From an optimization exercise on the open Yosys and OpenROAD flow, aimed at small area; shortcuts taken in it are not production practice.
The RTL was checked by simulation tests, not by an equivalence proof against the original design.
Power is estimated from default activity; no workload was simulated.

## flow/design.v (module list and top-level ports; edited modules follow where they fit)
// module usbf_crc16: 34 lines
// module usbf_sie_rx: 278 lines
// module usbf_sie_tx: 215 lines
// module usbf_device_core: 446 lines
// module usb_desc: 177 lines
// module usb_uvc_core: 650 lines
// module ulpi_wrapper: 288 lines
// module frame: 119 lines
// module usb_uvc_top: 169 lines
module usb_uvc_top
(
     input           clk_i
    ,input           rst_i
    ,input  [  7:0]  ulpi_data_out_i
    ,input           ulpi_dir_i
    ,input           ulpi_nxt_i
    ,output [  7:0]  ulpi_data_in_o
    ,output          ulpi_stp_o
    ,output          fifo_wr_en_o
    ,output [  7:0]  fifo_wr_data_o
    ,output          fifo_rd_en_o
    ,input  [  7:0]  fifo_rd_data_i
    ,input  [ 11:0]  fifo_wnum_i
    ,input           fifo_aempty_i
    ,input           fifo_afull_i
    ,input           fifo_empty_i
);
  // ...
==> flow/flow/run.sh <==
#!/bin/bash
# Layout flow: the standard flow (standard.sh) with two changes.
#  1. Synthesis is the standard flow's own script (synth_recipe.tcl, ORFS synth.tcl) except
#     that the ABC call maps the logic with an area-oriented script
#     (flow/abc.script) in place of ORFS's speed script. The registers are
#     mapped before ABC runs, so they are the standard synthesis's.
#  2. The port buffers are buf_1 cells.
# Each tool's output is in orfs/logs/ (per step) and standard.log (make).
set -euo pipefail
W=$(pwd)
F=$W/flow
sed "s#^source \$::env(SCRIPTS_DIR)/synth_preamble.tcl\$#&\nset abc_args [lreplace \$abc_args 1 1 $F/abc.script]#" \
    "$FLOW_HOME/scripts/synth.tcl" > "$W/synth_area.tcl"
grep -q "$F/abc.script" "$W/synth_area.tcl"
sed "s#source \$::env(SCRIPTS_DIR)/synth.tcl#source $W/synth_area.tcl#" synth_recipe.tcl > "$W/synth_recipe_area.tcl"
grep -q "synth_area.tcl" "$W/synth_recipe_area.tcl"
export BUFFER_PORTS_ARGS="-buffer_cell sky130_fd_sc_hd__buf_1"
bash standard.sh SYNTH_SCRIPT="$W/synth_recipe_area.tcl" finish > "$W/standard.log" 2>&1
==> flow/flow/abc.script <==
strash
&get -n
&deepsyn -T 60
&put
dch -f
amap
&get -n
&st
&dch
&nf -R 1000
&put
topo
==> flow/standard.sh <==
#!/bin/bash
# synth_recipe.tcl (not shown) runs the flow's synth.tcl, then flattens the netlist and writes it again
# the make line also repeats each setting of config.mk as NAME=value (left out here)
make -C /OpenROAD-flow-scripts/flow DESIGN_CONFIG=/design/flow/config.mk WORK_HOME=/design/flow/orfs CLKGATE_MAP_FILE= SYNTH_SCRIPT=/design/flow/synth_recipe.tcl "${@:-finish}"
==> flow/config.mk <==
export PLATFORM = sky130hd
export DESIGN_NAME = usb_uvc_top
export DESIGN_NICKNAME = usb_uvc_top
export VERILOG_FILES = /design/flow/design.v
export SDC_FILE = /design/flow/constraint.sdc
export NUM_CORES = 4
export LEC_CHECK = 0
export CAP_MARGIN = 20
export CORE_MARGIN = 2
export CORE_UTILIZATION = 60
export CTS_BUF_LIST = sky130_fd_sc_hd__clkbuf_16
export CTS_CLUSTER_DIAMETER = 90
export CTS_CLUSTER_SIZE = 26
export SLEW_MARGIN = 20
==> flow/constraint.sdc <==
create_clock -name core_clock -period 10.0 [get_ports {clk_i}]
set_input_delay 2.0000 -clock core_clock [delete_from_list [all_inputs] [get_ports {clk_i}]]
set_output_delay 2.0000 -clock core_clock [all_outputs]
set_load 0.01 [all_outputs]
==> results_dict.tcl, run 1 <==
set metrics [dict create \
    p_switching_uw 1140 \
    regArea_sq_um 12200 \
    outcome "no timing/DRC/antenna violations" \
    synthSimpleGateAreaFrac_pct 18.8 \
    ir_drop_uv 162 \
    clk_share_pct 2.71 \
    cts_tree "yes" \
    viasPerCell 6.28 \
    drcViolationCount 0 \
    netlist_top_cells_area "dfrtp_1, edfxtp_1, dfxtp_1" \
    arrival_ps 3200 \
    synth.avg_cell_area_sq_um 9.97 \
    synth-seq-cells 495 \
    end_kind "output port" \
    powerComb_uw 593 \
    timing.rr.start "u_usb_uvc_core.inport_cnt_q[0]$_DFFE_PP0P_" \
    final_nets 2544 \
    synth.most_common_cell "dfrtp_1" \
    seq_share_pct 48.7 \
    worst-path-buf-inv 2 \
    fillers 3069 \
    worstSetupStartpointType "flip-flop" \
    yosys_warnings 9 \
    inv_count 90 \
    path_depth 9 \
    fmax_mhz 192 \
    dp_slack_ps 5360 \
    placed_cells 2933 \
    layout_min_cycle_time_ps 5200 \
    area_growth_pct 7.09 \
    gr-max-usage-layer "met2" \
    worst_slack_ps 4800 \
    post-dp-hpwl_um 40500 \
    final-nonclk-buf-share_pct 1.28 \
    muxShareOfSynthArea_pct 2.95 \
    routed-via-count 18697 \
    cp_data_required_time_ps 8000 \
    crit_top_cell "nand2_1" \
    synth_edf_count 62 \
    antenna_cells 0 \
]
==> module usb_uvc_core, before the edit <==
module usb_uvc_core
(
     input           clk_i
    ,input           rst_i
    ,input           enable_i
    ,input  [  7:0]  utmi_data_in_i
    ,input           utmi_txready_i
    ,input           utmi_rxvalid_i
    ,input           utmi_rxactive_i
    ,input           utmi_rxerror_i
    ,input  [  1:0]  utmi_linestate_i
    ,input           inport_valid_i
    ,input  [  7:0]  inport_data_i
    ,input  [  9:0]  inport_len_i
    ,input  [  1:0]  iso_pid_sel_i
    ,input  [  7:0]  frame_i
    ,input  [ 31:0]  pts_i
    ,output [  7:0]  utmi_data_out_o
    ,output          utmi_txvalid_o
    ,output [  1:0]  utmi_op_mode_o
    ,output [  1:0]  utmi_xcvrselect_o
    ,output          utmi_termselect_o
    ,output          utmi_dppulldown_o
    ,output          utmi_dmpulldown_o
    ,output          sof_o
    ,output          inport_accept_o
    ,output          txact_o
);
localparam STATE_IDLE                    = 3'd0;
localparam STATE_WAIT_RST                = 3'd1;
localparam STATE_SEND_CHIRP_K            = 3'd2;
localparam STATE_WAIT_CHIRP_JK           = 3'd3;
localparam STATE_FULLSPEED               = 3'd4;
localparam STATE_HIGHSPEED               = 3'd5;
localparam HS_RESET_TIME  = 20'd600000;
localparam SUSPEND_TIME   = 20'd180000;
localparam L_DETACH_TIME    = 21'h1CD0C2;
localparam L_ATTACH_FS_TIME = 21'h1134A1;
localparam L_CHIRPK_TIME    = 21'h09CCC6;
localparam L_HS_RESET_TIME  = 21'h076E15;
localparam L_RESUME_TIME    = 21'h1557FF;
reg [2:0]  state_q;
reg [2:0]  next_state_r;
reg [20:0] tmr_q;
reg [19:0] susp_q;        
reg        susp_wrap_q;   
reg [2:0]  chirp_count_q;
reg [1:0]  last_linestate_q;
reg [1:0]  utmi_op_mode_r;
reg [1:0]  utmi_xcvrselect_r;
reg        utmi_termselect_r;
wire ls_se0_w = (utmi_linestate_i == 2'b00);
always @ *
begin
    next_state_r      = state_q;
    utmi_op_mode_r    = 2'd1;
    utmi_xcvrselect_r = 2'd0;
    utmi_termselect_r = 1'b0;
    case (state_q)
    STATE_IDLE:
    begin
        if (enable_i && tmr_q == L_DETACH_TIME)
            next_state_r = STATE_WAIT_RST;
    end
    STATE_WAIT_RST:
    begin
        utmi_op_mode_r    = 2'd0;
        utmi_xcvrselect_r = 2'd1;
        utmi_termselect_r = 1'b1;
        if (tmr_q == L_ATTACH_FS_TIME)
            next_state_r = STATE_SEND_CHIRP_K;
    end
    STATE_SEND_CHIRP_K:
    begin
        utmi_op_mode_r    = 2'd2;
        utmi_termselect_r = 1'b1;
        if (tmr_q == L_CHIRPK_TIME)
            next_state_r = STATE_WAIT_CHIRP_JK;
    end
    STATE_WAIT_CHIRP_JK:
    begin
        utmi_op_mode_r    = 2'd2;
        utmi_termselect_r = 1'b1;
        if (chirp_count_q >= 3'd5)
            next_state_r = STATE_HIGHSPEED;
        else if (tmr_q == L_HS_RESET_TIME)
            next_state_r = STATE_FULLSPEED;
    end
    STATE_FULLSPEED:
    begin
        utmi_op_mode_r    = 2'd0;
        utmi_xcvrselect_r = 2'd1;
        utmi_termselect_r = 1'b1;
        if (tmr_q == L_RESUME_TIME)
            next_state_r = STATE_HIGHSPEED;
        else if (susp_q >= HS_RESET_TIME)
            next_state_r = STATE_WAIT_RST;
    end
    STATE_HIGHSPEED:
    begin
        utmi_op_mode_r    = 2'd0;
        if (susp_q >= SUSPEND_TIME)
            next_state_r = STATE_FULLSPEED;
    end
    default:
        ;
    endcase
end
always @ (posedge clk_i or posedge rst_i)
if (rst_i)
    state_q   <= STATE_IDLE;
else
    state_q   <= next_state_r;
wire tmr_clr_w = (next_state_r == STATE_WAIT_RST  && state_q != STATE_WAIT_RST) ||
                 (state_q == STATE_WAIT_RST && !ls_se0_w) ||
                 (next_state_r == STATE_FULLSPEED && state_q != STATE_FULLSPEED) ||
                 (state_q == STATE_FULLSPEED && utmi_linestate_i != 2'b10);
always @ (posedge clk_i or posedge rst_i)
if (rst_i)
    tmr_q <= 21'd0;
else if (tmr_clr_w)
    tmr_q <= 21'd0;
else
    tmr_q <= {tmr_q[19:0], ~(tmr_q[20] ^ tmr_q[18])};
always @(posedge clk_i or posedge rst_i)
if (rst_i)
begin
    susp_q      <= 20'd0;
    susp_wrap_q <= 1'b0;
end
else if (ls_se0_w)
begin
    susp_q      <= susp_q + 20'd1;
    if (&susp_q)
        susp_wrap_q <= 1'b1;
end
else
begin
    susp_q      <= 20'd0;
    susp_wrap_q <= 1'b0;
end
wire usb_rst_w = susp_wrap_q | (|susp_q[19:14]);
always @ (posedge clk_i or posedge rst_i)
if (rst_i)
    last_linestate_q   <= 2'b0;
else
    last_linestate_q   <= utmi_linestate_i;
always @ (posedge clk_i or posedge rst_i)
if (rst_i)
    chirp_count_q   <= 3'b0;
else if (state_q == STATE_SEND_CHIRP_K)
    chirp_count_q   <= 3'b0;
else if (state_q == STATE_WAIT_CHIRP_JK && (last_linestate_q != utmi_linestate_i))
    chirp_count_q   <= chirp_count_q + 3'd1;
assign utmi_op_mode_o    = utmi_op_mode_r;
assign utmi_xcvrselect_o = utmi_xcvrselect_r;
assign utmi_termselect_o = utmi_termselect_r;
assign utmi_dppulldown_o = 1'b0;
assign utmi_dmpulldown_o = 1'b0;
wire utmi_chirp_en_w = (state_q == STATE_SEND_CHIRP_K);
wire usb_hs_w        = (state_q == STATE_HIGHSPEED);
wire        usb_reset_w;
reg  [6:0]  device_addr_q;
wire        rx_strb_w;
wire [7:0]  rx_data_w;
wire        rx_last_w;
wire        ep0_rx_valid_w;
wire        ep0_rx_setup_w;
wire        ep0_tx_data_accept_w;
wire        ep2_tx_data_accept_w;
wire        ep0_tx_data_valid_w;
wire        ep0_tx_data_strb_w;
wire [7:0]  ep0_tx_data_w;
wire        ep0_tx_data_last_w;
wire        ep0_tx_stall_w;
wire        ep2_tx_data_valid_w;
wire        ep2_tx_data_strb_w;
wire [7:0]  ep2_tx_data_w;
wire        ep2_tx_data_last_w;
wire        ep2_tx_stall_w;
usbf_device_core
u_core
(
    .clk_i(clk_i),
    .rst_i(rst_i),
    .usb_rst_i(usb_rst_w),
    .intr_o(sof_o),
    .utmi_data_o(utmi_data_out_o),
    .utmi_data_i(utmi_data_in_i),
    .utmi_txvalid_o(utmi_txvalid_o),
    .utmi_txready_i(utmi_txready_i),
    .utmi_rxvalid_i(utmi_rxvalid_i),
    .utmi_rxactive_i(utmi_rxactive_i),
    .reg_chirp_en_i(utmi_chirp_en_w),
    .reg_dev_addr_i(device_addr_q),
    .rx_strb_o(rx_strb_w),
    .rx_data_o(rx_data_w),
    .rx_last_o(rx_last_w),
    .ep0_stall_i(ep0_tx_stall_w),
    .ep0_rx_setup_o(ep0_rx_setup_w),
    .ep0_rx_valid_o(ep0_rx_valid_w),
    .ep0_tx_data_valid_i(ep0_tx_data_valid_w),
    .ep0_tx_data_strb_i(ep0_tx_data_strb_w),
    .ep0_tx_data_i(ep0_tx_data_w),
    .ep0_tx_data_last_i(ep0_tx_data_last_w),
    .ep0_tx_data_accept_o(ep0_tx_data_accept_w),
    .ep2_stall_i(ep2_tx_stall_w),
    .ep2_tx_data_valid_i(ep2_tx_data_valid_w),
    .ep2_tx_data_strb_i(ep2_tx_data_strb_w),
    .ep2_tx_data_i(ep2_tx_data_w),
    .ep2_tx_data_last_i(ep2_tx_data_last_w),
    .ep2_tx_data_accept_o(ep2_tx_data_accept_w),
    .reg_sts_rst_o(usb_reset_w),
    .txact_o(txact_o),
    .iso_pid_init_i(iso_pid_sel_i)
);
localparam RQ_NOP   = 3'd0;  
localparam RQ_ACK   = 3'd1;  
localparam RQ_ADDR  = 3'd2;  
localparam RQ_DESC  = 3'd3;  
localparam RQ_CONF  = 3'd4;  
localparam RQ_SETIF = 3'd5;  
localparam RQ_UVC   = 3'd6;  
localparam RQ_STALL = 3'd7;  
function [2:0] rq_class;
    input [7:0] b;
begin
    case (b)
    8'h00, 8'h08: rq_class = RQ_NOP;
    8'h01, 8'h03: rq_class = RQ_ACK;
    8'h05:        rq_class = RQ_ADDR;
    8'h06:        rq_class = RQ_DESC;
    8'h09:        rq_class = RQ_CONF;
    8'h0B:        rq_class = RQ_SETIF;
    8'h81:        rq_class = RQ_UVC;
    default:      rq_class = RQ_STALL;
    endcase
end
endfunction
reg        rt_dir_q;      
reg [1:0]  rt_type_q;     
reg        rt_rcp1_q;     
reg [2:0]  rq_q;          
reg [7:0]  wvl_q;         
reg [1:0]  wvh_q;         
reg        wil1_q;        
reg [15:0] wLength;
reg [2:0] setup_wr_idx_q;
reg       setup_frame_q;
reg       setup_valid_q;
reg       setup_data_q;
reg       status_ready_q;
wire      setup_wr_w = ep0_rx_valid_w && rx_strb_w;
always @ (posedge clk_i)
if (ep0_rx_setup_w)
begin
    rt_dir_q  <= 1'b0;
    rt_type_q <= 2'b0;
    rt_rcp1_q <= 1'b0;
    rq_q      <= RQ_NOP;
    wvl_q     <= 8'b0;
    wvh_q     <= 2'b0;
    wil1_q    <= 1'b0;
    wLength   <= 16'b0;
end
else if (setup_wr_w)
begin
    case (setup_wr_idx_q)
    3'd0:
    begin
        rt_dir_q  <= rx_data_w[7];
        rt_type_q <= rx_data_w[6:5];
        rt_rcp1_q <= (rx_data_w[4:0] == 5'd1);
    end
    3'd1: rq_q  <= rq_class(rx_data_w);
    3'd2: wvl_q <= rx_data_w;
    3'd3: wvh_q <= (rx_data_w[7:2] == 6'd0) ? rx_data_w[1:0] : 2'd0;
    3'd4: wil1_q <= (rx_data_w == 8'd1);
    3'd5: ;
    3'd6: wLength[7:0]  <= rx_data_w;
    default: wLength[15:8] <= rx_data_w;
    endcase
end
always @ (posedge clk_i or posedge rst_i)
if (rst_i)
begin
    setup_wr_idx_q     <= 3'b0;
    setup_valid_q      <= 1'b0;
    setup_frame_q      <= 1'b0;
    setup_data_q       <= 1'b0;
    status_ready_q     <= 1'b0;
end
else if (ep0_rx_setup_w)
begin
    setup_wr_idx_q     <= 3'b0;
    setup_valid_q      <= 1'b0;
    setup_frame_q      <= 1'b1;
    setup_data_q       <= 1'b0;
    status_ready_q     <= 1'b0;
end
else if (setup_wr_w)
begin
    setup_wr_idx_q      <= setup_wr_idx_q + 3'd1;
    setup_valid_q       <= setup_frame_q && rx_last_w;
    setup_data_q        <= !setup_frame_q && rx_last_w;
    if (rx_last_w)
        setup_frame_q   <= 1'b0;
end
else if (ep0_rx_valid_w && !rx_strb_w && rx_last_w)
begin
    setup_valid_q       <= 1'b0;
    status_ready_q      <= 1'b1;
end
else
    setup_valid_q       <= 1'b0;
wire setup_get_w     = setup_valid_q &&  rt_dir_q;
wire setup_set_w     = setup_valid_q && !rt_dir_q;
wire setup_no_data_w = setup_set_w && (wLength == 16'b0);
wire set_ack_w       = setup_set_w && setup_no_data_w;
reg        ctrl_stall_r;
reg        ctrl_ack_r;
reg        ctrl_resp_r;
reg        ctrl_resp_q;
reg [7:0]  desc_addr_r;
reg [6:0]  device_addr_r;
reg        set_with_data_q;
reg        set_with_data_r;
wire       data_status_zlp_w;
always @ *
begin
    ctrl_stall_r    = 1'b0;
    ctrl_ack_r      = 1'b0;
    desc_addr_r     = 8'b0;
    device_addr_r   = device_addr_q;
    set_with_data_r = set_with_data_q;
    ctrl_resp_r     = ctrl_resp_q;
    if (setup_valid_q)
    begin
        set_with_data_r = 1'b0;
        case (rt_type_q)
        2'b00:
        begin
            case (rq_q)
            RQ_NOP:
                ;
            RQ_ACK:
                ctrl_ack_r = set_ack_w;
            RQ_ADDR:
            begin
                ctrl_ack_r    = set_ack_w;
                device_addr_r = wvl_q[6:0];
            end
            RQ_DESC:
            begin
                case (wvh_q)
                2'd1: desc_addr_r = 8'd0;
                2'd2: desc_addr_r = 8'd32;
                2'd3:
                    case (wvl_q)
                    8'd0: desc_addr_r = 8'd219;
                    8'd1: desc_addr_r = 8'd223;
                    8'd2: desc_addr_r = 8'd243;
                    8'd3: desc_addr_r = 8'd19;
                    default: ;
                    endcase
                default: ;
                endcase
            end
            RQ_CONF:
            begin
                if (wvl_q == 8'd0 || wvl_q == 8'd1)
                    ctrl_ack_r   = set_ack_w;
                else
                    ctrl_stall_r = 1'b1;
            end
            RQ_SETIF:
            begin
                if ((wvl_q == 8'd0 || wvl_q == 8'd1) && wil1_q)
                    ctrl_ack_r   = set_ack_w;
                else
                    ctrl_stall_r = 1'b1;
            end
            default:
                ctrl_stall_r = 1'b1;
            endcase
        end
        2'b01:
        begin
            if (rq_q == RQ_UVC && wil1_q && wvh_q == 2'd1)
                ctrl_resp_r    = 1'b1;
            else
            begin
                ctrl_ack_r      = 1'b1;
                set_with_data_r = setup_set_w && !setup_no_data_w;
            end
        end
        default:
            ctrl_stall_r = 1'b1;
        endcase
    end
    else if (data_status_zlp_w)
        set_with_data_r = 1'b0;
end
always @ (posedge clk_i or posedge rst_i)
if (rst_i)
begin
    device_addr_q   <= 7'b0;
    set_with_data_q <= 1'b0;
end
else if (usb_reset_w)
    set_with_data_q <= 1'b0;
else
begin
    device_addr_q   <= device_addr_r;
    set_with_data_q <= set_with_data_r;
end
reg        ctrl_sending_q;
reg [15:0] ctrl_send_idx_q;
reg        ctrl_sending_r;
reg [15:0] ctrl_send_idx_r;
reg        ctrl_txvalid_q;
reg [7:0]  ctrl_txdata_q;
reg        ctrl_txstrb_q;
reg        ctrl_txlast_q;
reg        ctrl_txstall_q;
reg        ctrl_txvalid_r;
reg [7:0]  ctrl_txdata_r;
reg        ctrl_txstrb_r;
reg        ctrl_txlast_r;
reg        ctrl_txstall_r;
wire       ctrl_send_accept_w = ep0_tx_data_accept_w || !ep0_tx_data_valid_w;
reg  [7:0] desc_addr_q;
wire [7:0] desc_data_w;
wire [7:0] ep00_resp;
always @ *
begin
    ctrl_sending_r  = ctrl_sending_q;
    ctrl_send_idx_r = ctrl_send_idx_q;
    ctrl_txvalid_r  = ctrl_txvalid_q;
    ctrl_txdata_r   = ctrl_txdata_q;
    ctrl_txstrb_r   = ctrl_txstrb_q;
    ctrl_txlast_r   = ctrl_txlast_q;
    ctrl_txstall_r  = ctrl_txstall_q;
    if (setup_valid_q)
    begin
        if (ctrl_stall_r)
        begin
            ctrl_txvalid_r  = 1'b1;
            ctrl_txstrb_r   = 1'b0;
            ctrl_txlast_r   = 1'b1;
            ctrl_txstall_r  = 1'b1;
        end
        else if (ctrl_ack_r)
        begin
            ctrl_txvalid_r  = 1'b1;
            ctrl_txstrb_r   = 1'b0;
            ctrl_txlast_r   = 1'b1;
            ctrl_txstall_r  = 1'b0;
        end
        else
        begin
            ctrl_sending_r  = setup_get_w;
            ctrl_send_idx_r = 16'b0;
            ctrl_txstall_r  = 1'b0;
        end
    end
    else if (status_ready_q)
    begin
        ctrl_sending_r  = 1'b0;
        ctrl_send_idx_r = 16'b0;
        ctrl_txvalid_r  = 1'b0;
    end
    else if (set_with_data_q && setup_data_q)
    begin
        ctrl_txvalid_r  = 1'b1;
        ctrl_txstrb_r   = 1'b0;
        ctrl_txlast_r   = 1'b1;
        ctrl_txstall_r  = 1'b0;
    end
    else if (ctrl_sending_r && ctrl_send_accept_w)
    begin
        ctrl_txvalid_r  = 1'b1;
        ctrl_txdata_r   = ctrl_resp_q ? ep00_resp : desc_data_w;
        ctrl_txstrb_r   = 1'b1;
        ctrl_txlast_r   = usb_hs_w ? (ctrl_send_idx_q[5:0] == 6'b111111) : (ctrl_send_idx_q[2:0] == 3'b111);
        ctrl_send_idx_r = ctrl_send_idx_q + 16'd1;
        if (ctrl_send_idx_r == wLength)
        begin
            ctrl_sending_r = 1'b0;
            ctrl_txlast_r  = 1'b1;
        end
    end
    else if (ctrl_send_accept_w)
        ctrl_txvalid_r  = 1'b0;
end
assign data_status_zlp_w = set_with_data_q && setup_data_q && ctrl_send_accept_w;
always @ (posedge clk_i or posedge rst_i)
if (rst_i)
begin
    ctrl_sending_q  <= 1'b0;
    ctrl_txvalid_q  <= 1'b0;
    ctrl_txdata_q   <= 8'b0;
    ctrl_txstrb_q   <= 1'b0;
    ctrl_txlast_q   <= 1'b0;
    ctrl_txstall_q  <= 1'b0;
    ctrl_resp_q     <= 1'b0;
end
else if (usb_reset_w)
begin
    ctrl_sending_q  <= 1'b0;
    ctrl_txvalid_q  <= 1'b0;
    ctrl_txdata_q   <= 8'b0;
    ctrl_txstrb_q   <= 1'b0;
    ctrl_txlast_q   <= 1'b0;
    ctrl_txstall_q  <= 1'b0;
    ctrl_resp_q     <= 1'b0;
end
else
begin
    ctrl_sending_q  <= ctrl_sending_r;
    ctrl_txvalid_q  <= ctrl_txvalid_r;
    ctrl_txdata_q   <= ctrl_txdata_r;
    ctrl_txstrb_q   <= ctrl_txstrb_r;
    ctrl_txlast_q   <= ctrl_txlast_r;
    ctrl_txstall_q  <= ctrl_txstall_r;
    if (ctrl_resp_q && ~ctrl_sending_r)
        ctrl_resp_q     <= 1'b0;
    else
        ctrl_resp_q     <= ctrl_resp_r;
end
always @ (posedge clk_i or posedge rst_i)
if (rst_i)
begin
    ctrl_send_idx_q <= 16'b0;
    desc_addr_q     <= 8'b0;
end
else
begin
    ctrl_send_idx_q <= ctrl_send_idx_r;
    if (setup_valid_q)
        desc_addr_q     <= desc_addr_r;
    else if (ctrl_sending_r && ctrl_send_accept_w)
        desc_addr_q     <= desc_addr_q + 8'd1;
end
assign ep0_tx_data_valid_w = ctrl_txvalid_q;
assign ep0_tx_data_strb_w  = ctrl_txstrb_q;
assign ep0_tx_data_w       = ctrl_txdata_q;
assign ep0_tx_data_last_w  = ctrl_txlast_q;
assign ep0_tx_stall_w      = ctrl_txstall_q;
reg probe_sel_q;
always @ (posedge clk_i)
    probe_sel_q <= rt_dir_q && (rt_type_q == 2'b01) && rt_rcp1_q && wil1_q && (wvh_q == 2'd1);
reg [7:0] probe_r;
always @ *
begin
    probe_r = 8'h00;
    if (ctrl_send_idx_q[15:6] == 10'd0)
        case (ctrl_send_idx_q[5:0])
        6'd2:  probe_r = 8'h01;
        6'd3:  probe_r = 8'h01;
        6'd4:  probe_r = 8'h15;
        6'd5:  probe_r = 8'h16;
        6'd6:  probe_r = 8'h05;
        6'd18: probe_r = 8'hC0;
        6'd19: probe_r = 8'h49;
        6'd20: probe_r = 8'h05;
        6'd23: probe_r = 8'h04;
        6'd27: probe_r = 8'h87;
        6'd28: probe_r = 8'h93;
        6'd29: probe_r = 8'h03;
        default: ;
        endcase
end
assign ep00_resp = probe_sel_q ? probe_r : 8'h00;
usb_desc
u_usb_desc
(
     .i_descrom_raddr (desc_addr_q)
    ,.o_descrom_rdat  (desc_data_w)
);
localparam HERADER_LEN = 12;
reg sof_d0;
reg sof_d1;
always @(posedge clk_i or posedge rst_i)
    if (rst_i) begin
        sof_d0 <= 1'b0;
        sof_d1 <= 1'b0;
    end else begin
        sof_d0 <= sof_o;
        sof_d1 <= sof_d0;
    end
wire sof_rise = sof_d0 & ~sof_d1;
reg [13:0] sof_cnt_q;
always @(posedge clk_i or posedge rst_i)
    if (rst_i)
        sof_cnt_q <= 14'd0;
    else if (sof_rise)
        sof_cnt_q <= sof_cnt_q + 14'd1;
wire [10:0] sofCounts = sof_cnt_q[13:3];
reg        inport_valid_q;
reg [9:0]  inport_cnt_q;
reg [7:0]  ep2_tx_data_r;
reg        pkt_head;
always @ (posedge clk_i or posedge rst_i)
if (rst_i)
    inport_valid_q <= 1'b0;
else if (inport_accept_o)
    inport_valid_q <= inport_valid_i;
wire        inport_last_w  = !inport_valid_i || (inport_cnt_q == inport_len_i);
always @ (posedge clk_i or posedge rst_i)
if (rst_i)
    inport_cnt_q  <= 10'd0;
else if (inport_last_w && ep2_tx_data_accept_w)
    inport_cnt_q  <= 10'd0;
else if (ep2_tx_data_valid_w && ep2_tx_data_accept_w)
    inport_cnt_q  <= inport_cnt_q + 10'd1;
assign ep2_tx_data_valid_w = inport_valid_q | pkt_head;
assign ep2_tx_data_w       = ep2_tx_data_r;
assign ep2_tx_data_strb_w  = ep2_tx_data_valid_w & ~(inport_len_i == 0);
assign ep2_tx_data_last_w  = inport_last_w;
assign ep2_tx_stall_w      = inport_len_i == 0;
assign inport_accept_o     = !inport_valid_q | (ep2_tx_data_accept_w & ~pkt_head);
always @ (*)
if (pkt_head && inport_cnt_q[9:4] == 6'd0)
    case (inport_cnt_q[3:0])
        4'd0 : ep2_tx_data_r = HERADER_LEN;
        4'd1 : ep2_tx_data_r = frame_i;
        4'd2 : ep2_tx_data_r = pts_i[7:0];
        4'd3 : ep2_tx_data_r = pts_i[15:8];
        4'd4 : ep2_tx_data_r = pts_i[23:16];
        4'd5 : ep2_tx_data_r = pts_i[31:24];
        4'd6 : ep2_tx_data_r = pts_i[7:0];
        4'd7 : ep2_tx_data_r = pts_i[15:8];
        4'd8 : ep2_tx_data_r = pts_i[23:16];
        4'd9 : ep2_tx_data_r = pts_i[31:24];
        4'd10: ep2_tx_data_r = sofCounts[7:0];
        4'd11: ep2_tx_data_r = {5'd0,sofCounts[10:8]};
        default: ep2_tx_data_r = inport_data_i;
    endcase
else
    ep2_tx_data_r = inport_data_i;
always @(posedge clk_i or posedge rst_i) begin
    if(rst_i)
        pkt_head <= 0;
    else if(sof_o)
        pkt_head <= 1;
    else if(inport_cnt_q == HERADER_LEN-1)
        pkt_head <= 0;
end
endmodule
==> module frame, before the edit <==
module frame
(
    input              CLK_I     ,
    input              RST_I     ,
    input              FIFO_AFULL_I,
    input              FIFO_EMPTY_I,
    input              SOF_I     ,
    output [7:0]       DATA_O    ,
    output             DVAL_O    ,
    output [7:0]       FRAME_O   ,
    output [31:0]      PTS_O
);
localparam L_PKT_END = 17'h06A37;    
localparam L_LAST    = 17'h152C7;    
reg sof_d0;
reg sof_d1;
always @(posedge CLK_I or posedge RST_I)
    if (RST_I) begin
        sof_d0 <= 1'b0;
        sof_d1 <= 1'b0;
    end else begin
        sof_d0 <= SOF_I;
        sof_d1 <= sof_d0;
    end
wire sof_rise = sof_d0 & ~sof_d1;
reg [31:0] pts;
always @(posedge CLK_I or posedge RST_I)
    if (RST_I) pts <= 32'd0;
    else       pts <= pts + 32'd1;
reg [31:0] pts_reg;
reg [1:0]  cnt_lo;       
reg [16:0] cnt_hi;
reg [4:0]  bar_q;        
reg [1:0]  col_q;        
reg        frame_valid;
reg        fr0;
reg        pkt_end;
reg        dval;
reg [7:0]  dout;
reg [6:0]  sof_cnt;
assign DATA_O  = dout;
assign DVAL_O  = dval;
assign FRAME_O = {6'b000011, pkt_end, fr0};
assign PTS_O   = pts_reg;
always @(posedge CLK_I or posedge RST_I)
    if (RST_I)
        pkt_end <= 1'b0;
    else if (cnt_lo == 2'd1 && cnt_hi == L_PKT_END)
        pkt_end <= 1'b1;
    else if (~frame_valid)
        pkt_end <= 1'b0;
wire       last_w   = (cnt_lo == 2'd3 && cnt_hi == L_LAST);
wire       bar_end  = (bar_q == 5'd19);
wire [1:0] col_inc  = (col_q == 2'd2) ? 2'd0 : col_q + 2'd1;
reg [7:0] pix_r;
always @(*)
    case (col_q)
    2'd0:    case (cnt_lo)
             2'd0: pix_r = 8'h20; 2'd1: pix_r = 8'h60;
             2'd2: pix_r = 8'h20; default: pix_r = 8'hDC;
             endcase
    2'd2:    case (cnt_lo)
             2'd0: pix_r = 8'h10; 2'd1: pix_r = 8'hD0;
             2'd2: pix_r = 8'h10; default: pix_r = 8'h70;
             endcase
    default: pix_r = 8'h00;
    endcase
always @(posedge CLK_I or posedge RST_I)
    if (RST_I) begin
        frame_valid <= 1'b0;
        dval        <= 1'b0;
        cnt_lo      <= 2'd0;
        cnt_hi      <= 17'd0;
        bar_q       <= 5'd0;
        col_q       <= 2'd0;
        fr0         <= 1'b0;
        pts_reg     <= 32'd0;
    end else if (frame_valid) begin
        if (!FIFO_AFULL_I) begin
            dval <= 1'b1;
            if (cnt_lo == 2'd3) begin
                if (bar_end) begin
                    bar_q <= 5'd0;
                    col_q <= col_inc;
                end else
                    bar_q <= bar_q + 5'd1;
            end
            if (last_w) begin
                frame_valid <= 1'b0;
                cnt_lo      <= 2'd0;
                cnt_hi      <= 17'd0;
                fr0         <= ~fr0;
            end else begin
                cnt_lo <= cnt_lo + 2'd1;
                if (cnt_lo == 2'd3)
                    cnt_hi <= {cnt_hi[15:0], ~(cnt_hi[16] ^ cnt_hi[13])};
            end
        end else
            dval <= 1'b0;
    end else begin
        if ((sof_cnt == 7'd0) && sof_rise && FIFO_EMPTY_I) begin
            if (bar_end) begin
                bar_q <= 5'd0;
                col_q <= col_inc;
            end else
                bar_q <= bar_q + 5'd1;
            frame_valid <= 1'b1;
            pts_reg     <= pts;
        end
        dval <= 1'b0;
    end
always @(posedge CLK_I)
    dout <= pix_r;
always @(posedge CLK_I or posedge RST_I)
    if (RST_I)
        sof_cnt <= 7'd0;
    else if (sof_rise)
        sof_cnt <= (sof_cnt >= 7'd103) ? 7'd0 : sof_cnt + 7'd1;
endmodule
==> module usb_uvc_top, before the edit <==
module usb_uvc_top
(
     input           clk_i
    ,input           rst_i
    ,input  [  7:0]  ulpi_data_out_i
    ,input           ulpi_dir_i
    ,input           ulpi_nxt_i
    ,output [  7:0]  ulpi_data_in_o
    ,output          ulpi_stp_o
    ,output          fifo_wr_en_o
    ,output [  7:0]  fifo_wr_data_o
    ,output          fifo_rd_en_o
    ,input  [  7:0]  fifo_rd_data_i
    ,input  [ 11:0]  fifo_wnum_i
    ,input           fifo_aempty_i
    ,input           fifo_afull_i
    ,input           fifo_empty_i
);
wire  [  7:0]  utmi_data_out_w;
wire  [  7:0]  usb_rx_data_w;
wire           usb_tx_accept_w;
wire           enable_w = 1'h1;
wire           sof;
wire  [  1:0]  utmi_xcvrselect_w;
wire           utmi_termselect_w;
wire           utmi_rxvalid_w;
wire  [  1:0]  utmi_op_mode_w;
wire  [  7:0]  utmi_data_in_w;
wire           utmi_rxerror_w;
wire           utmi_rxactive_w;
wire  [  1:0]  utmi_linestate_w;
wire           usb_tx_valid_w;
wire           usb_rx_accept_w;
wire           utmi_dppulldown_w;
wire  [  7:0]  usb_tx_data_w;
wire           usb_rx_valid_w;
wire           utmi_txready_w;
wire           utmi_txvalid_w;
wire           utmi_dmpulldown_w;
wire [7:0]     usb_txdat;
reg  [9:0]     txdat_len;
reg            usb_txval;
wire           usb_txact;
reg  [1:0]     iso_pid_sel;
wire [7:0]     frame_idx;
wire [31:0]    frame_pts;
wire fifo_afull;
wire fifo_aempty;
wire fifo_empty;
wire [7:0]  fifo_rdat;
wire        fifo_rden;
wire [11:0] fifo_wnum;
usb_uvc_core
u_usb_uvc_core
(
     .clk_i(clk_i)
    ,.rst_i(rst_i)
    ,.enable_i(enable_w)
    ,.utmi_data_in_i(utmi_data_in_w)
    ,.utmi_txready_i(utmi_txready_w)
    ,.utmi_rxvalid_i(utmi_rxvalid_w)
    ,.utmi_rxactive_i(utmi_rxactive_w)
    ,.utmi_rxerror_i(utmi_rxerror_w)
    ,.utmi_linestate_i(utmi_linestate_w)
    ,.inport_valid_i(usb_tx_valid_w)
    ,.inport_data_i(usb_tx_data_w)
    ,.inport_len_i(txdat_len)
    ,.iso_pid_sel_i(iso_pid_sel)
    ,.frame_i(frame_idx)
    ,.pts_i(frame_pts)
    ,.utmi_data_out_o(utmi_data_out_w)
    ,.utmi_txvalid_o(utmi_txvalid_w)
    ,.utmi_op_mode_o(utmi_op_mode_w)
    ,.utmi_xcvrselect_o(utmi_xcvrselect_w)
    ,.utmi_termselect_o(utmi_termselect_w)
    ,.utmi_dppulldown_o(utmi_dppulldown_w)
    ,.utmi_dmpulldown_o(utmi_dmpulldown_w)
    ,.inport_accept_o(usb_tx_accept_w)
    ,.txact_o(usb_txact)
    ,.sof_o(sof)
);
ulpi_wrapper
u_usb_phy
(
     .ulpi_clk60_i(clk_i)
    ,.ulpi_rst_i(rst_i)
    ,.ulpi_data_out_i(ulpi_data_out_i)
    ,.ulpi_dir_i(ulpi_dir_i)
    ,.ulpi_nxt_i(ulpi_nxt_i)
    ,.utmi_data_out_i(utmi_data_out_w)
    ,.utmi_txvalid_i(utmi_txvalid_w)
    ,.utmi_op_mode_i(utmi_op_mode_w)
    ,.utmi_xcvrselect_i(utmi_xcvrselect_w)
    ,.utmi_termselect_i(utmi_termselect_w)
    ,.utmi_dppulldown_i(utmi_dppulldown_w)
    ,.utmi_dmpulldown_i(utmi_dmpulldown_w)
    ,.ulpi_data_in_o(ulpi_data_in_o)
    ,.ulpi_stp_o(ulpi_stp_o)
    ,.utmi_data_in_o(utmi_data_in_w)
    ,.utmi_txready_o(utmi_txready_w)
    ,.utmi_rxvalid_o(utmi_rxvalid_w)
    ,.utmi_rxactive_o(utmi_rxactive_w)
    ,.utmi_rxerror_o(utmi_rxerror_w)
    ,.utmi_linestate_o(utmi_linestate_w)
);
always @(posedge clk_i or posedge rst_i) begin
    if(rst_i) begin
                iso_pid_sel <= 2'd2; 
    end
    else begin
                if (sof) begin
                    if (fifo_afull) begin
                        iso_pid_sel <= 2'd2; 
                    end
                    else if (fifo_aempty) begin
                        iso_pid_sel <= 2'd0; 
                    end
                    else begin
                        iso_pid_sel <= 2'd1; 
                    end
                end
    end
end
wire [7:0] frame_data;
wire frame_dval;
assign usb_tx_data_w = fifo_rdat[7:0];
assign fifo_rden = usb_txact & usb_tx_accept_w;
frame u_frame
(
     .CLK_I       (clk_i     )       
    ,.RST_I       (rst_i     )       
    ,.FIFO_AFULL_I(fifo_afull)      
    ,.FIFO_EMPTY_I(fifo_empty)      
    ,.SOF_I       (sof       )      
    ,.DATA_O      (frame_data)      
    ,.DVAL_O      (frame_dval)      
    ,.FRAME_O     (frame_idx )
    ,.PTS_O       (frame_pts )
);
assign fifo_wr_en_o   = frame_dval;
assign fifo_wr_data_o = frame_data;
assign fifo_rd_en_o   = fifo_rden;
assign fifo_rdat      = fifo_rd_data_i;
assign fifo_wnum      = fifo_wnum_i;
assign fifo_aempty    = fifo_aempty_i;
assign fifo_afull     = fifo_afull_i;
assign fifo_empty     = fifo_empty_i;
assign usb_tx_valid_w = ~fifo_empty;
always@(posedge clk_i or posedge rst_i) begin
    if (rst_i)
        txdat_len <= 10'd0;
    else if(usb_txact)
        txdat_len <= txdat_len;
    else begin
        if (fifo_afull)
            txdat_len <= 10'd1023;
        else begin
            if (frame_dval)
                txdat_len <= 10'd0;
            else if (fifo_empty)
                txdat_len <= 10'd0;
            else if (fifo_aempty)
                txdat_len <= fifo_wnum + 10'd11;
            else
                txdat_len <= 10'd1023;
        end
    end
end
endmodule
==> inputs of run 2 (changes only) <==
--- a/flow/design.v
+++ b/flow/design.v
@@ -1165,6 +1165,7 @@
     ,input  [  1:0]  iso_pid_sel_i
     ,input  [  7:0]  frame_i
     ,input  [ 31:0]  pts_i
+    ,input           pts_vld_i
     ,output [  7:0]  utmi_data_out_o
     ,output          utmi_txvalid_o
     ,output [  1:0]  utmi_op_mode_o
@@ -1290,10 +1291,7 @@
     susp_wrap_q <= 1'b0;
 end
 wire usb_rst_w = susp_wrap_q | (|susp_q[19:14]);
-always @ (posedge clk_i or posedge rst_i)
-if (rst_i)
-    last_linestate_q   <= 2'b0;
-else
+always @ (posedge clk_i)
     last_linestate_q   <= utmi_linestate_i;
 always @ (posedge clk_i or posedge rst_i)
 if (rst_i)
@@ -1770,19 +1768,30 @@
 assign ep2_tx_data_last_w  = inport_last_w;
 assign ep2_tx_stall_w      = inport_len_i == 0;
 assign inport_accept_o     = !inport_valid_q | (ep2_tx_data_accept_w & ~pkt_head);
+reg [7:0] pts_b;
+always @ (*)
+begin
+    case ({~inport_cnt_q[1], inport_cnt_q[0]})
+    2'd0:    pts_b = pts_i[7:0];
+    2'd1:    pts_b = pts_i[15:8];
+    2'd2:    pts_b = pts_i[23:16];
+    default: pts_b = pts_i[31:24];
+    endcase
+    pts_b = pts_b & {8{pts_vld_i}};
+end
 always @ (*)
 if (pkt_head && inport_cnt_q[9:4] == 6'd0)
     case (inport_cnt_q[3:0])
         4'd0 : ep2_tx_data_r = HERADER_LEN;
         4'd1 : ep2_tx_data_r = frame_i;
-        4'd2 : ep2_tx_data_r = pts_i[7:0];
-        4'd3 : ep2_tx_data_r = pts_i[15:8];
-        4'd4 : ep2_tx_data_r = pts_i[23:16];
-        4'd5 : ep2_tx_data_r = pts_i[31:24];
-        4'd6 : ep2_tx_data_r = pts_i[7:0];
-        4'd7 : ep2_tx_data_r = pts_i[15:8];
-        4'd8 : ep2_tx_data_r = pts_i[23:16];
-        4'd9 : ep2_tx_data_r = pts_i[31:24];
+        4'd2 : ep2_tx_data_r = pts_b;
+        4'd3 : ep2_tx_data_r = pts_b;
+        4'd4 : ep2_tx_data_r = pts_b;
+        4'd5 : ep2_tx_data_r = pts_b;
+        4'd6 : ep2_tx_data_r = pts_b;
+        4'd7 : ep2_tx_data_r = pts_b;
+        4'd8 : ep2_tx_data_r = pts_b;
+        4'd9 : ep2_tx_data_r = pts_b;
         4'd10: ep2_tx_data_r = sofCounts[7:0];
         4'd11: ep2_tx_data_r = {5'd0,sofCounts[10:8]};
         default: ep2_tx_data_r = inport_data_i;
@@ -2096,7 +2105,8 @@
     output [7:0]       DATA_O    ,
     output             DVAL_O    ,
     output [7:0]       FRAME_O   ,
-    output [31:0]      PTS_O
+    output [31:0]      PTS_O     ,
+    output             PTS_VLD_O
 );
 localparam L_PKT_END = 17'h06A37;    
 localparam L_LAST    = 17'h152C7;    
@@ -2116,6 +2126,7 @@
     if (RST_I) pts <= 32'd0;
     else       pts <= pts + 32'd1;
 reg [31:0] pts_reg;
+reg        pts_vld;      
 reg [1:0]  cnt_lo;       
 reg [16:0] cnt_hi;
 reg [4:0]  bar_q;        
@@ -2130,6 +2141,7 @@
 assign DVAL_O  = dval;
 assign FRAME_O = {6'b000011, pkt_end, fr0};
 assign PTS_O   = pts_reg;
+assign PTS_VLD_O = pts_vld;
 always @(posedge CLK_I or posedge RST_I)
     if (RST_I)
         pkt_end <= 1'b0;
@@ -2162,7 +2174,7 @@
         bar_q       <= 5'd0;
         col_q       <= 2'd0;
         fr0         <= 1'b0;
-        pts_reg     <= 32'd0;
+        pts_vld     <= 1'b0;
     end else if (frame_valid) begin
         if (!FIFO_AFULL_I) begin
             dval <= 1'b1;
@@ -2193,7 +2205,7 @@
             end else
                 bar_q <= bar_q + 5'd1;
             frame_valid <= 1'b1;
-            pts_reg     <= pts;
+            pts_vld     <= 1'b1;
         end
         dval <= 1'b0;
     end
@@ -2204,6 +2216,9 @@
         sof_cnt <= 7'd0;
     else if (sof_rise)
         sof_cnt <= (sof_cnt >= 7'd103) ? 7'd0 : sof_cnt + 7'd1;
+always @(posedge CLK_I)
+    if (!frame_valid && (sof_cnt == 7'd0) && sof_rise && FIFO_EMPTY_I)
+        pts_reg <= pts;
 endmodule
 module usb_uvc_top
 (
@@ -2251,6 +2266,7 @@
 reg  [1:0]     iso_pid_sel;
 wire [7:0]     frame_idx;
 wire [31:0]    frame_pts;
+wire           frame_pts_vld;
 wire fifo_afull;
 wire fifo_aempty;
 wire fifo_empty;
@@ -2275,6 +2291,7 @@
     ,.iso_pid_sel_i(iso_pid_sel)
     ,.frame_i(frame_idx)
     ,.pts_i(frame_pts)
+    ,.pts_vld_i(frame_pts_vld)
     ,.utmi_data_out_o(utmi_data_out_w)
     ,.utmi_txvalid_o(utmi_txvalid_w)
     ,.utmi_op_mode_o(utmi_op_mode_w)
@@ -2343,6 +2360,7 @@
     ,.DVAL_O      (frame_dval)      
     ,.FRAME_O     (frame_idx )
     ,.PTS_O       (frame_pts )
+    ,.PTS_VLD_O   (frame_pts_vld)
 );
 assign fifo_wr_en_o   = frame_dval;
 assign fifo_wr_data_o = frame_data;
==> flow/flow/abc.script (replaced) <==
strash
&get -n
&deepsyn -T 60
&put
dch -f
amap
&get -n
&st
&dch
&nf -R 1000
&put
&get -n
&st
&dch -f
&nf -R 1000 -p
&put
topo
==> run 2 against run 1 <==
Sequential share of layout area is 0.90 points higher. Total power is 7.5% higher. Die area is 0.67% lower. Fmax is 2.6% higher. Clock-buffer cell count is 2 higher. First-iteration DRC count is 4.3% lower. Still clean on timing, DRC and antenna. Via count is 1.3% lower. Critical endpoint unchanged. Largest cell class unchanged. Clock power is 4% higher. Clock skew is 5.5 ps higher. Core utilization is 0.11 points lower. Setup slack better by 130 ps. Combinational power is about 30% higher.
==> results_dict.tcl, run 2 <==
set metrics [dict create \
    outcome "no timing/DRC/antenna violations" \
    layout_commonest_cell "dfrtp_1" \
    cts-resized-gates 0 \
    clock-sinks 496 \
    p_total_uw 4320 \
    fmax_mhz 197 \
    post_cts_buffers 0 \
    fin_tns_setup_ps 0 \
    power_density_nw_per_um2 172 \
    synth_top_area_share_pct 32.5 \
    finalHoldViolCount 0 \
    path_class "flip-flop to output port" \
    worstMarginPinSlew_ps 1090 \
    cts_tree "yes" \
    antenna_found_initial 0 \
    drt-initial-drc-count 1713 \
    antenna_cells 0 \
    grt_setup_unrepaired "false" \
    grt_usage_pct 28.8 \
    path_clk_slew_ps 110 \
    synthAdderAreaFrac_pct 3.43 \
    synthFlopType "dfrtp_1" \
    grt_max_degree 179 \
    hold_path_class "flip-flop to flip-flop" \
    h-tree-depth 1 \
    clockRootBuffer "clkbuf_16" \
    yosysSeqAreaShare_pct 53.3 \
    maxCapViolCount 0 \
    cts_buffers 24 \
    min_period_over_period_pct 50.6 \
    synth_edf_count 94 \
    cts_buffer_depth 3 \
    synth_cell_types 63 \
    syn_area_sq_um 23300 \
    initial_core_util_pct 60.5 \
    fin_area_sq_um 25100 \
    worstSetupStartpointType "flip-flop" \
    grt_pass1_vias 17679 \
    die_area_sq_um 40500 \
    area_growth_pct 7.39 \
    post_drt_wl_per_cell_um 19.9 \
    drt-total-wl_um 58300 \
    p_leak_uw 0.0101 \
    synth.cells.most_frequent "dfrtp_1, nor2_1, nand2_1, a21oi_1, o21ai_0" \
    maxSlewHeadroom_pct 26.8 \
    routed-via-count 18455 \
    path_max_fanout 8 \
    yosys_warnings 9 \
    hold_ws_ps 340 \
    ant_nets 0 \
    chipWidth_um 201 \
    largest_register_ff_count 64 \
    viasPerCell 6.32 \
    ys_async_sr_fraction_pct 62.3 \
    numPortBuffers 49 \
    grt_pass1_wl_um 94300 \
    max_stage_delay_ps 550 \
    die_h_um 201 \
    arrival_ps 3060 \
    synth.avg_cell_area_sq_um 10.2 \
    muxShareOfSynthArea_pct 1.55 \
    synth.most_common_cell "dfrtp_1" \
    post-dp-hpwl_um 41800 \
    insertion_delay_ps 580 \
    end_kind "output port" \
    critPathSlowestCell "or3_1" \
    synth_top_family_by_area "simple AND/OR/NAND/NOR gates" \
    gp_congestion 0.975 \
    final_util_pct 65.0 \
    setup_viol 0 \
    synth_compound_area_share_pct 17.0 \
    drcViolationCount 0 \
    cp_data_required_time_ps 8000 \
    place_area_sq_um 24300 \
    layout_min_cycle_time_ps 5060 \
    firstDrtPassIters 6 \
    synth-seq-cells 496 \
    overflow 0 \
    synth.largest_area_cell "dfrtp_1" \
    layout-drive-gt1-share_pct 2.25 \
    ir_drop_uv 202 \
    synth-xor-area-share_pct 4.66 \
    hold_buffers 0 \
    coreArea_sq_um 38600 \
    crit_chain "clkinv_1 > ha_1 > nor2b_1 > nand2_1 > or3_1 > o31ai_1 > and2_0 > buf_1" \
    netlist_instances 2297 \
    fin_skew_ps 27.9 \
    fillers 3178 \
    synthSimpleGateAreaFrac_pct 18.8 \
    top_level_ports 54 \
    slew_violations 0 \
    layout_common_cells "dfrtp_1, nor2_1, nand2_1" \
    rows 72 \
    final_nets 2485 \
    netlist_top_cells_area "dfrtp_1, edfxtp_1, dfxtp_1" \
]
[run 2: kinds of logic (layout without fill, tap and decap cells)]
logic type / after synthesis / in the layout
XOR/XNOR: 124 / 124
multiplexers: 33 / 33
flip-flops: 496 / 496
AND/OR/NAND/NOR: 893 / 893
other: 1 / 3
AO/OA/AOI/OAI: 611 / 611
adder cells (fa/ha/maj): 64 / 64
buffers and inverters: 75 / 180
[run 2: path summary, 6_finish.rpt]
kind	startpoint	end	slack (ps)	depth (start not counted)
min reg2reg	u_usb_uvc_core.u_core.sof_r1$_DFF_P_	u_usb_uvc_core.u_core.sof_r2$_DFF_P_	340	0
min in group asynchronous	rst_i	u_usb_uvc_core.ctrl_txdata_q[1]$_DFFE_PP0P_	1650	2
min	u_usb_uvc_core.u_core.sof_r1$_DFF_P_	u_usb_uvc_core.u_core.sof_r2$_DFF_P_	340	0
max in group asynchronous	rst_i	u_usb_uvc_core.ctrl_txstall_q$_DFFE_PP0P_	6750	3
max reg2reg	u_usb_uvc_core.inport_cnt_q[0]$_DFFE_PP0P_	u_usb_uvc_core.u_core.u_sie_tx.crc_sum_q[0]$_SDFFE_PP1P_	5790	16
max	u_usb_phy.tx_delay_q[1]$_DFFE_PP0P_	fifo_rd_en_o	4940	8
[run 2: final cells by class]
type / count / area (sq um) / share of cell area [%]
well taps: 518 / 648 / 2.59
clock inverters: 19 / 124 / 0.494
flip-flops and latches: 496 / 12400 / 49.6
inverters: 72 / 278 / 1.11
multi-input cells: 1728 / 10600 / 42.5
clock buffers: 25 / 626 / 2.50
repair buffers: 64 / 317 / 1.26
[run 2: per-stage QoR]
step,setup WS [ps],std cells
finish,4940,2922
global route,4750,2922
CTS,4900,2922
detailed placement,5530,2878
global placement,5120,2877
floorplan,2290,2299
[run 2: critical path: cells and delay by family (launching register included)]
| kind | cells | cell delay, ps |
|---|---|---|
| AOI/OAI and AO/OA | 1 | 420 |
| adders and majority gates | 1 | 150 |
| buffers and inverters | 2 | 220 |
| DFF | 1 | 400 |
| and+or+nand+nor | 4 | 1290 |
[run 2: per-layer routing]
metal | track usage (%) | wire length [um]
met2 | 45.5 | 26700
met3 | 3.58 | 3330
met5 | 0 | 0
met1 | 41.1 | 26000
met4 | 10.7 | 2210
[run 2: power by group]
group	internal (uW)	switching, uW
clock network	470	650
logic	305	464
registers	2240	187
total	3010	1300
==> inputs of run 3 (changes only) <==
--- a/flow/config.mk
+++ b/flow/config.mk
@@ -7,8 +7,9 @@
 export LEC_CHECK = 0
 export CAP_MARGIN = 20
 export CORE_MARGIN = 2
-export CORE_UTILIZATION = 60
+export CORE_UTILIZATION = 70
 export CTS_BUF_LIST = sky130_fd_sc_hd__clkbuf_16
 export CTS_CLUSTER_DIAMETER = 90
 export CTS_CLUSTER_SIZE = 26
+export PLACE_DENSITY = 0.8
 export SLEW_MARGIN = 20
==> run 3 against run 2 <==
Largest cell class unchanged. Sequential power is essentially flat. Critical path depth grew 8. Non-clock buffer count shrank 2. Total power shrank 3.3%. Combinational power shrank 9.9%. Synthesized area shrank 0.35%.
==> results_dict.tcl, run 3 <==
set metrics [dict create \
    outcome "no timing/DRC/antenna violations" \
    die_h_um 186 \
    place_area_sq_um 24100 \
    cts_tree "yes" \
    yosys_warnings 9 \
    h-tree-depth 1 \
    chipWidth_um 186 \
    netlist_instances 2305 \
    grt_pass1_vias 18317 \
    grt_setup_unrepaired "false" \
    fin_area_sq_um 24800 \
    grt_usage_pct 34.5 \
    die_area_sq_um 34700 \
    grt_max_degree 154 \
    ant_nets 0 \
    arrival_ps 5500 \
    path_clk_slew_ps 100 \
    cts-resized-gates 0 \
    clock-sinks 496 \
    slew_violations 0 \
    ys_async_sr_fraction_pct 62.3 \
    path_depth 16 \
    post_cts_buffers 0 \
    layout_commonest_cell "dfrtp_1" \
    dp_slack_ps 5020 \
    placed_cells 2807 \
    hold_path_class "flip-flop to flip-flop" \
    overflow 0 \
    coreArea_sq_um 32600 \
    netlist_top_cells_area "dfrtp_1, edfxtp_1, dfxtp_1" \
    synth.avg_cell_area_sq_um 10.1 \
    grt_pass1_wl_um 94800 \
    worstMarginPinSlew_ps 952 \
    synth_cell_types 65 \
    fin_tns_setup_ps 0 \
    drt-total-wl_um 60000 \
    layout-drive-gt1-share_pct 2.08 \
    cp_data_required_time_ps 10450 \
    reg2reg_depth 16 \
    fillers 2179 \
    synthFlopType "dfrtp_1" \
    crit_top_cell "xor2_1" \
    synth.most_common_cell "dfrtp_1" \
    end_kind "flip-flop" \
    min_period_over_period_pct 50.5 \
    hold_buffers 0 \
    post-dp-hpwl_um 42200 \
    post_drt_wl_per_cell_um 21.0 \
    whs_path_depth 0 \
    top_level_ports 54 \
    firstDrtPassIters 7 \
    largest_register_ff_count 64 \
    synth_top_area_share_pct 32.6 \
    antenna_found_initial 3 \
    worst-path-buf-inv 0 \
    path_class "flip-flop to flip-flop" \
    layout_common_cells "dfrtp_1, nor2_1, nand2_1" \
    ir_drop_uv 200 \
    rows 66 \
    syn_area_sq_um 23200 \
    critPathSlowestCell "a2111oi_0" \
    synth.largest_area_cell "dfrtp_1" \
    gp_congestion 0.961 \
    final_nets 2490 \
    crit_chain "or4_1 > a2111oi_0 > nand2_1 > a21oi_1 > nor2_1 > a221oi_1 > o21ai_0 > a221oi_1 > a21oi_1 > xnor2_1 > xor2_1 > xor2_1 > xnor2_1 > xor2_1 > xor2_1 > a21oi_1" \
    cpLargestDelayFamily "compound AO/OA/AOI/OAI gates" \
    worst_slack_ps 4950 \
    synth-seq-cells 496 \
    area_growth_pct 6.67 \
    maxSlewHeadroom_pct 36.4 \
    worstSetupStartpointType "flip-flop" \
    viasPerCell 6.76 \
    cts_buffer_depth 3 \
    drcViolationCount 0 \
    finalHoldViolCount 0 \
    yosysSeqAreaShare_pct 53.4 \
    cts_buffers 23 \
    power_density_nw_per_um2 168 \
    fin_skew_ps 28.9 \
    hold_ws_ps 343 \
    routed-via-count 19274 \
    fmax_mhz 198 \
    path_max_fanout 8 \
    p_leak_uw 0.0102 \
    synth.cells.most_frequent "dfrtp_1, nor2_1, nand2_1, a21oi_1, o21ai_0" \
    layout_min_cycle_time_ps 5050 \
    synth_edf_count 94 \
    max_stage_delay_ps 670 \
    drt-initial-drc-count 2350 \
    maxCapViolCount 0 \
    setup_viol 0 \
    numPortBuffers 49 \
    final_cells 2851 \
    initial_core_util_pct 71.3 \
    clockRootBuffer "clkbuf_16" \
    insertion_delay_ps 580 \
]
==> run 3: cell types whose count changed after synthesis, sizes merged, moves of 8 or more <==
| cell | change |
|---|---|
| nand4 | +8 |
| nand2 | +14 |
| xnor2 | -15 |
| nor2b | +20 |
| a31oi | -13 |
| a21oi | -9 |
| and3 | +13 |
| nor2 | +8 |
| nand3 | -10 |
| nor3 | +12 |
| o21ai | +17 |
| and2 | -22 |
==> run 3: per-stage QoR <==
stage,util [%],power (uW)
floorplan,-,2910
global placement,73.8,3080
detailed placement,73.8,3120
CTS,75.9,4160
global route,76.0,4340
finish,76.0,4170
==> run 3: cells by family after synthesis <==
group	synth area share, %
and+or+nand+nor	19.5
AOI/OAI and AO/OA	16.7
DFF	53.4
xor gates and xnor gates	4.22
buffers and inverters	1.21
adders and majority gates	3.44
muxes	1.47
other	0.0161
==> run 3: where the power goes <==
part | switching (uW) | internal, uW | leakage [uW] | total, uW
clock | 635 | 430 | 0.000383 | 1070
combinational | 421 | 272 | 0.00412 | 693
sequential | 186 | 2230 | 0.00570 | 2410
==> run 3: per-layer routing <==
metal | GRT usage, % | vias up | wire [um]
li1 | - | 8660 | -
met1 | 46.6 | 9355 | 24000
met2 | 56.0 | 1032 | 27900
met3 | 5.32 | 225 | 5210
met4 | 15.1 | 2 | 2850
met5 | 0 | - | 13
==> run 3: final timing paths <==
| check | start | endpoint | slack [ps] |
|---|---|---|---|
| worst min-delay path | u_usb_uvc_core.u_core.sof_r1$_DFF_P_ | u_usb_uvc_core.u_core.sof_r2$_DFF_P_ | 340 |
| worst max register to register | u_usb_uvc_core.inport_cnt_q[6]$_DFFE_PP0P_ | u_usb_uvc_core.u_core.u_sie_tx.crc_sum_q[0]$_SDFFE_PP1P_ | 4950 |
| max in group asynchronous | rst_i | u_usb_uvc_core.u_core.u_sie_rx.token_dev_q[1]$_DFFE_PP0P_ | 6960 |
| min in group asynchronous | rst_i | u_frame.pts[21]$_DFF_PP0_ | 1590 |
| worst max-delay path | u_usb_uvc_core.inport_cnt_q[6]$_DFFE_PP0P_ | u_usb_uvc_core.u_core.u_sie_tx.crc_sum_q[0]$_SDFFE_PP1P_ | 4950 |
| worst min register to register | u_usb_uvc_core.u_core.sof_r1$_DFF_P_ | u_usb_uvc_core.u_core.sof_r2$_DFF_P_ | 340 |
==> run 3: area by class of cell <==
type / instances / area, sq um / area share, %
clock buffer: 23 / 576 / 2.32
multi-input combinational: 1739 / 10600 / 42.6
timing repair buffer: 62 / 305 / 1.23
clock inverter: 19 / 96.3 / 0.389
inverter: 69 / 272 / 1.09
antenna: 1 / 2.50 / 0.0101
tap: 442 / 553 / 2.23
sequential: 496 / 12400 / 50.1
==> inputs of run 4 (changes only) <==
==> flow/config.mk (replaced) <==
export PLATFORM = sky130hd
export DESIGN_NAME = usb_uvc_top
export DESIGN_NICKNAME = usb_uvc_top
export VERILOG_FILES = /design/flow/design.v
export SDC_FILE = /design/flow/constraint.sdc
export NUM_CORES = 4
export LEC_CHECK = 0
export CAP_MARGIN = 5
export CORE_MARGIN = 2
export CORE_UTILIZATION = 60
export CTS_BUF_LIST = sky130_fd_sc_hd__clkbuf_16
export CTS_CLUSTER_DIAMETER = 90
export CTS_CLUSTER_SIZE = 26
export SLEW_MARGIN = 5
==> run 4 against run 3 <==
Register-to-register slack improved by 860 ps. Routed wire length decreased by 2.5%. Synthesized cell count decreased by 0.35%. Total power increased by 3.4%. Critical endpoint is now fifo_rd_en_o. Sequential cell count unchanged. Synthesized area increased by 0.36%. Core utilization decreased by 11 points. Still clean.
==> results_dict.tcl, run 4 <==
set metrics [dict create \
    outcome "no timing/DRC/antenna violations" \
    routed-via-count 18457 \
    finalHoldViolCount 0 \
    cts_buffer_depth 3 \
    netlist_top_cells_area "dfrtp_1, edfxtp_1, dfxtp_1" \
    cp_data_required_time_ps 8000 \
    p_leak_uw 0.0101 \
    area_growth_pct 7.31 \
    timing.rr.start "u_usb_uvc_core.inport_cnt_q[0]$_DFFE_PP0P_" \
    numPortBuffers 49 \
    final_nets 2484 \
    critPathLaunch "u_usb_phy.tx_delay_q[1]$_DFFE_PP0P_" \
    hold_path_class "flip-flop to flip-flop" \
    maxCapViolCount 0 \
    grtUsageMet1_pct 41.1 \
    synth_cell_types 63 \
    h-tree-depth 1 \
    initial_core_util_pct 60.5 \
    insertion_delay_ps 590 \
    setup_viol 0 \
    synth_top_area_share_pct 32.5 \
    placed_cells 2877 \
    viasPerCell 6.32 \
    cts_tree "yes" \
    syn_area_sq_um 23300 \
    worstSetupStartpointType "flip-flop" \
    arrival_ps 3110 \
    gr-max-usage-layer "met2" \
    drt-total-wl_um 58500 \
    synth.avg_cell_area_sq_um 10.2 \
    path_clk_slew_ps 110 \
    hold_buffers 0 \
    yosys_warnings 9 \
    yosysSeqAreaShare_pct 53.3 \
    post_drt_wl_per_cell_um 20.0 \
    rows 72 \
    cts_buffers 24 \
    ys_async_sr_fraction_pct 62.3 \
    drt-initial-drc-count 1716 \
    top_level_ports 54 \
    netlist_instances 2297 \
    ir_drop_uv 190 \
    chipWidth_um 201 \
    synthFlopType "dfrtp_1" \
    grt_setup_unrepaired "false" \
    grt_usage_pct 28.9 \
    layout-drive-gt1-share_pct 2.21 \
    fmax_mhz 196 \
    grtUsageMet2_pct 45.0 \
    slew_violations 0 \
    fin_tns_setup_ps 0 \
    dp_slack_ps 5060 \
    power_density_nw_per_um2 172 \
    ant_nets 0 \
    die_h_um 201 \
    place_area_sq_um 24300 \
    synth-seq-cells 496 \
    coreArea_sq_um 38600 \
    grt_use_met3_pct 3.98 \
    path_max_fanout 8 \
    clock-sinks 496 \
    maxSlewHeadroom_pct 24.9 \
    layout_commonest_cell "dfrtp_1" \
    fin_area_sq_um 25000 \
    synth_edf_count 94 \
    hp-start "u_usb_uvc_core.u_core.sof_r1$_DFF_P_" \
    drcViolationCount 0 \
    grt_max_degree 179 \
    antenna_found_initial 1 \
    synth.cells.most_frequent "dfrtp_1, nor2_1, nand2_1, a21oi_1, o21ai_0" \
    firstDrtPassIters 6 \
    worst_slack_ps 4890 \
    gp_congestion 0.975 \
    die_area_sq_um 40500 \
    synth.most_common_cell "dfrtp_1" \
    final_cells 2922 \
    largest_register_ff_count 64 \
    layout_common_cells "dfrtp_1, nor2_1, nand2_1" \
    overflow 0 \
    fin_skew_ps 25.0 \
    clockRootBuffer "clkbuf_16" \
    layout_min_cycle_time_ps 5110 \
    cts-resized-gates 0 \
    grt_pass1_wl_um 94600 \
    grt_pass1_vias 17710 \
    min_period_over_period_pct 51.1 \
    end_kind "output port" \
    path_class "flip-flop to output port" \
    post_cts_buffers 0 \
    worstMarginPinSlew_ps 1120 \
    post-dp-hpwl_um 41700 \
    synth.largest_area_cell "dfrtp_1" \
]
run 4: cell count changes in the layout (fill, tap and decap cells not counted), sizes merged, moves of 9 or more:
cell	previous run	this run
a21oi	179	188
a31oi	29	42
and2	22	44
and3	70	57
nand2	221	207
nand3	71	81
nor2b	62	42
nor3	83	71
o21ai	140	123
xnor2	57	72
run 4: layout make-up:
class	instances	area, sq um
Inverter	72	278
Clock buffer	25	626
Sequential cell	496	12400
Antenna cell	1	2.50
Fill cell	3249	13500
Clock inverter	19	118
Timing Repair Buffer	63	302
Multi-Input combinational cell	1728	10600
Tap cell	518	648
run 4: routing by layer:
layer	routed length, um	vias to the layer above
li1	-	8664
met1	26100	9055
met2	26200	611
met3	3590	127
met4	2570	0
met5	0	-
run 4: cell families after synthesis:
logic type / synth area share (%)
muxes: 1.55
other: 0.0161
and+or+nand+nor: 18.8
AOI/OAI and AO/OA: 17.0
DFF: 53.3
xor gates and xnor gates: 4.66
adders and majority gates: 3.43
buffers and inverters: 1.26
run 4: report_power, final:
group          internal, uW  switching (uW)
Combinational           305             465
Clock                   469             649
Sequential             2240             187
run 4: worst paths after layout:
path,to,slack (ps),cells past startpoint
worst max-delay path,fifo_rd_en_o,4890,8
worst min-delay path,u_usb_uvc_core.u_core.sof_r2$_DFF_P_,340,0
worst max register to register,u_usb_uvc_core.u_core.u_sie_tx.crc_sum_q[0]$_SDFFE_PP1P_,5810,16
worst min register to register,u_usb_uvc_core.u_core.sof_r2$_DFF_P_,340,0
max in group asynchronous,u_usb_uvc_core.tmr_q[6]$_DFF_PP0_,6760,3
min in group asynchronous,u_frame.pts[23]$_DFF_PP0_,1620,2
run 4: per-stage QoR:
step	power [uW]	utilization (%)	hold slack, ps
floorplan	2990	-	310
global placement	3200	63.0	316
detailed placement	3220	63.0	316
CTS	4330	64.9	340
global route	4520	64.9	342
finish	4310	64.9	336
run 4: critical path, stage by stage (launching register included):
cell and delay [ps]:
dfrtp_1 400, clkinv_1 60, ha_1 150, nor2b_1 260
nand2_1 280, or3_1 560, o31ai_1 460, and2_0 190
buf_1 150

## re-timing with driven ports
How much do the figures lean on ideal ports? The routed layouts below were timed once more, with nothing changed but the port constraints. Step 1 (the two cells are an assumption about what drives the block):
set clk [get_ports {clk_i}]
set_driving_cell -lib_cell sky130_fd_sc_hd__clkbuf_16 $clk
set_driving_cell -lib_cell sky130_fd_sc_hd__buf_2 [delete_from_list [all_inputs] $clk]
Step 2 adds t to the input delays and takes it off the output delays; t is the mean of the earliest and latest rising clock arrival at the registers after step 1. Input paths then give back, and output paths get back, about the clock's delay inside the block. Three values: no drivers, after step 1, after step 2; two values: the first two.
run | t, ns | setup slack, ns | latest minus earliest clock arrival (ns) | pins driven straight from the clock port
run 1 | 0.612 | 4.804 / 4.747 / 5.359 | 0.028 / 0.028 | 1
run 2 | 0.622 | 4.935 / 4.877 / 5.499 | 0.040 / 0.040 | 1
run 3 | 0.618 | 4.948 / 4.948 / 4.948 | 0.033 / 0.034 | 1
run 4 | 0.627 | 4.890 / 4.835 / 5.100 | 0.038 / 0.037 | 1
After both steps setup and hold are still met in every run listed.
